Context: an optimization exercise on an open-source flow, tuned for small area, a short achievable clock period and few clock cycles. The choices shown serve that exercise and are no tape-out recipe. At most, simulation tests tie the RTL to the original design; equivalence was not proved. Power and IR drop assume default switching activity.

==> flow/design.v (excerpt) <==
module cpu_hazard(input wire clk,
           input wire rst,
           input wire enable,
           input wire start,
           output wire d_we,
           output wire [7:0] i_addr,
           output wire [7:0] d_addr,
           input  wire [15:0] i_datain,
           input  wire [15:0] d_datain,
           output wire [15:0] d_dataout,
           output wire busy
    );
    function automatic [7:0] add8(input [7:0] x, input [7:0] y);
      reg [7:0] p, g, t, gg, tt;
      integer d, i;
      begin
        p = x ^ y;
        g = x & y;
        t = x | y;
        gg = g;
        tt = t;
        for (d = 1; d < 8; d = d * 2)
          for (i = 7; i >= d; i = i - 1)
          begin
            if (d == 1 && i == 1)
              gg[1] = g[1] | ((t[1] & x[0]) & y[0]);
            else
              gg[i] = gg[i] | (tt[i] & gg[i - d]);
            tt[i] = tt[i] & tt[i - d];
          end
        add8 = p ^ {gg[6:0], 1'b0};
      end
    endfunction
    function automatic [7:0] inc8(input [7:0] x);
      integer i;
      begin
        for (i = 0; i < 8; i = i + 1)
          inc8[i] = x[i] ^ ((i == 0) ? 1'b1 : &(x | ~((8'd1 << i) - 8'd1)));
      end
    endfunction
    function automatic [15:0] rev16(input [15:0] x);
      integer i;
      for (i = 0; i < 16; i = i + 1) rev16[i] = x[15 - i];
    endfunction
    reg state;
    reg [7:0] pc;
    reg [15:0] gr [0:7];       
    reg [7:0]  vld;            
    reg zf, nf, cf;
    reg [15:0] ex_a;           
    reg [15:0] ex_b;           
    reg [3:0]  ex_sh;          
    reg [7:0]  ex_wsel;        
    reg        ex_load;
    reg        ex_store;
    reg        ex_flags;       
    reg        ex_sub;         
  ...
Settings: LEC_CHECK=0, CAP_MARGIN=20, CORE_MARGIN=2, CORE_UTILIZATION=40, SETUP_SLACK_MARGIN=2.5, SLEW_MARGIN=20; clock period 6.0 ns.
standard.sh (not shown) runs the stock make flow with config.mk's settings and CLKGATE_MAP_FILE= SYNTH_SCRIPT=/design/flow/synth_recipe.tcl, a recipe that flattens the netlist after the stock synthesis.
==> flow/flow/run.sh <==
#!/bin/bash
# Layout flow: the standard ORFS flow (standard synthesis, floorplan, power grid,
# placement, CTS, routing) with two changes to how the resizer works:
#  - ports are buffered with a plain buffer (buf_4) instead of the delay cell the
#    platform picks by default;
#  - the resizer may change a cell to any equivalent cell, not only one with the
#    same footprint (MATCH_CELL_FOOTPRINT=0).
# ORFS writes each step's full log under orfs/logs; make's own output goes to flow.log.
set -euo pipefail
bash standard.sh MATCH_CELL_FOOTPRINT=0 "BUFFER_PORTS_ARGS=-buffer_cell sky130_fd_sc_hd__buf_4" finish > flow.log 2>&1
Testbench counts at the start, summed over its fixed seeds: cycles 82,400.
Next try:
--- a/flow/design.v
+++ b/flow/design.v
@@ -79,44 +79,22 @@
           kt[i] = kt[i] & kt[i - d];
         end
     end
     wire [16:0] carry = {kg | (kt & {16{cin}}), cin};
     wire [15:0] sum = ap ^ carry[15:0];
     wire alu_cf = ex_sub ? ~carry[16] : carry[16];
     wire alu_zf = (ap == {ao[14:0], cin});
     wire alu_nf = sum[15];
-    wire fill = ex_sra & ex_a[15];
-    reg [15:0] sx, sy;
-    integer sk, si;
-    always @(*)
-    begin
-      sx = ex_a;
-      for (sk = 0; sk < 4; sk = sk + 1)
-      begin
-        for (si = 0; si < 16; si = si + 1)
-          sy[si] = (ex_s_shl & ex_sh[sk] & ((si >= (1 << sk)) ? sx[(si - (1 << sk)) & 15] : 1'b0))
-                 | (ex_s_shr & ex_sh[sk] & ((si + (1 << sk) <= 15) ? sx[(si + (1 << sk)) & 15] : fill))
-                 | (~ex_sh[sk] & sx[si]);
-        sx = sy;
-      end
-    end
+    wire [15:0] sh_in = ex_s_shl ? rev16(ex_a) : ex_a;
+    wire [31:0] shr = {{16{ex_sra & ex_a[15]}}, sh_in} >> ex_sh;
     wire [15:0] wd = ({16{ex_s_add}} & sum) | ({16{ex_s_and}} & ag) | ({16{ex_s_or}} & ao)
-                   | ({16{ex_s_xor}} & ap) | ({16{ex_s_shr | ex_s_shl}} & sx) | ({16{ex_load}} & d_datain);
-    wire [3:0] da_p = ex_a[3:0] ^ ex_sh;
-    wire [3:0] da_g = ex_a[3:0] & ex_sh;
-    wire [3:0] da_t = ex_a[3:0] | ex_sh;
-    wire da_c1 = da_g[0];
-    wire da_c2 = da_g[1] | ((da_t[1] & ex_a[0]) & ex_sh[0]);
-    wire da_c3 = da_g[2] | (da_t[2] & da_g[1]) | (da_t[2] & da_t[1] & da_g[0]);
-    wire da_c4 = da_g[3] | (da_t[3] & da_g[2]) | (da_t[3] & da_t[2] & da_g[1])
-               | (da_t[3] & da_t[2] & da_t[1] & da_g[0]);
-    wire [3:0] da_hi = ex_a[7:4];
-    wire [3:0] da_inc = {da_hi[3] ^ (&da_hi[2:0]), da_hi[2] ^ (&da_hi[1:0]), da_hi[1] ^ da_hi[0], ~da_hi[0]};
-    assign d_addr = {da_c4 ? da_inc : da_hi, da_p ^ {da_c3, da_c2, da_c1, 1'b0}};
+                   | ({16{ex_s_xor}} & ap) | ({16{ex_s_shr}} & shr[15:0])
+                   | ({16{ex_s_shl}} & rev16(shr[15:0])) | ({16{ex_load}} & d_datain);
+    assign d_addr = add8(ex_a[7:0], {4'b0, ex_sh});
     assign d_dataout = ex_b;
     assign d_we = ex_store;
     wire zf_n = ex_flags ? alu_zf : zf;
     wire nf_n = ex_flags ? alu_nf : nf;
     wire cf_n = ex_flags ? alu_cf : cf;
     always @(posedge clk or negedge rst)
     begin
       if (!rst)
@@ -170,18 +148,17 @@
                  || (op == 5'b10000) || (op == 5'b10001) || (op == 5'b10010);
     wire wr_reg   = op_load || op_shl || op_srl || op_sra || op_and || op_or || op_xor
                  || (op_arith && op != 5'b01100);
     wire a_is_rd  = op_imm || op_ldih;
     wire [7:0] o_rd = 8'd1 << rd;
     wire [7:0] o_r1 = 8'd1 << r1;
     wire [7:0] o_r2 = 8'd1 << r2;
     wire [7:0] s_a = a_is_rd ? o_rd : o_r1;
-    wire b_imm = op_ldih || op_imm;
-    wire [7:0] s_b = b_imm ? 8'b0 : op_store ? o_rd : o_r2;
+    wire [7:0] s_b = op_store ? o_rd : o_r2;
     wire [7:0] e_a = s_a & vld;
     wire [7:0] e_b = s_b & vld;
     wire [7:0] e_t = o_rd & vld;
     reg [15:0] g_a, g_b;
     reg [7:0] g_t;
     integer m;
     always @(*)
     begin
@@ -192,28 +169,26 @@
       begin
         g_a = g_a | (gr[m] & {16{e_a[m]}});
         g_b = g_b | (gr[m] & {16{e_b[m]}});
         g_t = g_t | (gr[m][7:0] & {8{e_t[m]}});
       end
     end
     wire a_fwd = |(s_a & ex_wsel);
     wire [15:0] a_next = a_fwd ? wd : g_a;
-    wire b_fwd = |(s_b & ex_wsel);
-    wire [15:0] b_reg = {16{op_sub}} ^ (g_b | ({16{op_ldih}} & {imm8, 8'b0}) | ({16{op_imm}} & {8'b0, imm8}));
+    wire b_imm = op_ldih || op_imm;
+    wire b_fwd = !b_imm && |(s_b & ex_wsel);
+    wire [15:0] b_reg = {16{op_sub}} ^ (op_ldih ? {imm8, 8'b0} : op_imm ? {8'b0, imm8} : g_b);
     wire [15:0] b_wd = {16{op_sub}} ^ wd;
     wire [15:0] b_next = b_fwd ? b_wd : b_reg;
     wire br_stall = op_br && |(o_rd & ex_wsel);
     wire [7:0] target = add8(g_t, imm8);
-    wire sel_z = (op[2:1] == 2'b01);
-    wire sel_n = (op[2:1] == 2'b10);
-    wire sel_c = (op[2:1] == 2'b11);
-    wire t_reg = ((sel_z & zf) | (sel_n & nf) | (sel_c & cf)) ^ op[0];
-    wire t_alu = ((sel_z & alu_zf) | (sel_n & alu_nf) | (sel_c & alu_cf)) ^ op[0];
-    wire taken = (op[2:1] == 2'b00) | (ex_flags ? t_alu : t_reg);
+    wire taken = (op == 5'b11001) || ((op == 5'b11010) && zf_n) || ((op == 5'b11011) && !zf_n)
+              || ((op == 5'b11100) && nf_n) || ((op == 5'b11101) && !nf_n)
+              || ((op == 5'b11110) && cf_n) || ((op == 5'b11111) && !cf_n);
     wire go = ex && !br_stall;      
     always @(posedge clk or negedge rst)
     begin
       if (!rst) state <= 1'b0;
       else if (!state) state <= enable & start;
       else state <= enable & ~op_halt;
     end
     wire [7:0] pc_seq = !go ? pc : op_jump ? imm8 : op_halt ? pc : inc8(pc);
Result: Worst setup slack got worse by 57 ps. Clock skew rose by 18 ps. Power drops by 1.9%. Register-to-register slack is worse by 50 ps. Sequential cell count is unchanged. Utilization went up by 1.6 points. Routed wire length goes down by 6.0%. Synthesized area goes down by 3.3%. Fmax came out lower by 1.6%.
The RTL of the second run of this note was laid out without a check of its function.

[port drivers added, routing unchanged]
The results above use ideal ports. As a check the final layouts listed here were re-extracted and re-timed, cells and wires unchanged.
Step 1 sets driving cells, clkbuf_16 on the clock port and buf_2 on the other inputs (assumed; they add their load-dependent delay and slew).
Step 2 adds t to the input delays and takes it off the output delays; t is the mean of the earliest and latest rising clock arrival at the registers after step 1. Input paths then give back, and output paths get back, about the clock's delay inside the block.
Slacks: ideal / step 1 / step 2; pairs: ideal / step 1.
| run | t (ns) | setup WS [ns] | worst setup path at the end | clock arrival spread, ns | pins driven straight from the clock port |
|---|---|---|---|---|---|
| the first run | 0.575 | 2.560 / 2.507 / 2.036 | input to register | 0.013 / 0.013 | 1 |
| the second run | 0.584 | 2.502 / 2.453 / 1.869 | input to register | 0.032 / 0.032 | 1 |
After both steps every run listed still meets setup and hold. For the second run, which loses most, drivers alone change the setup slack by -0.049 ns; drivers and shift together by -0.633 ns.
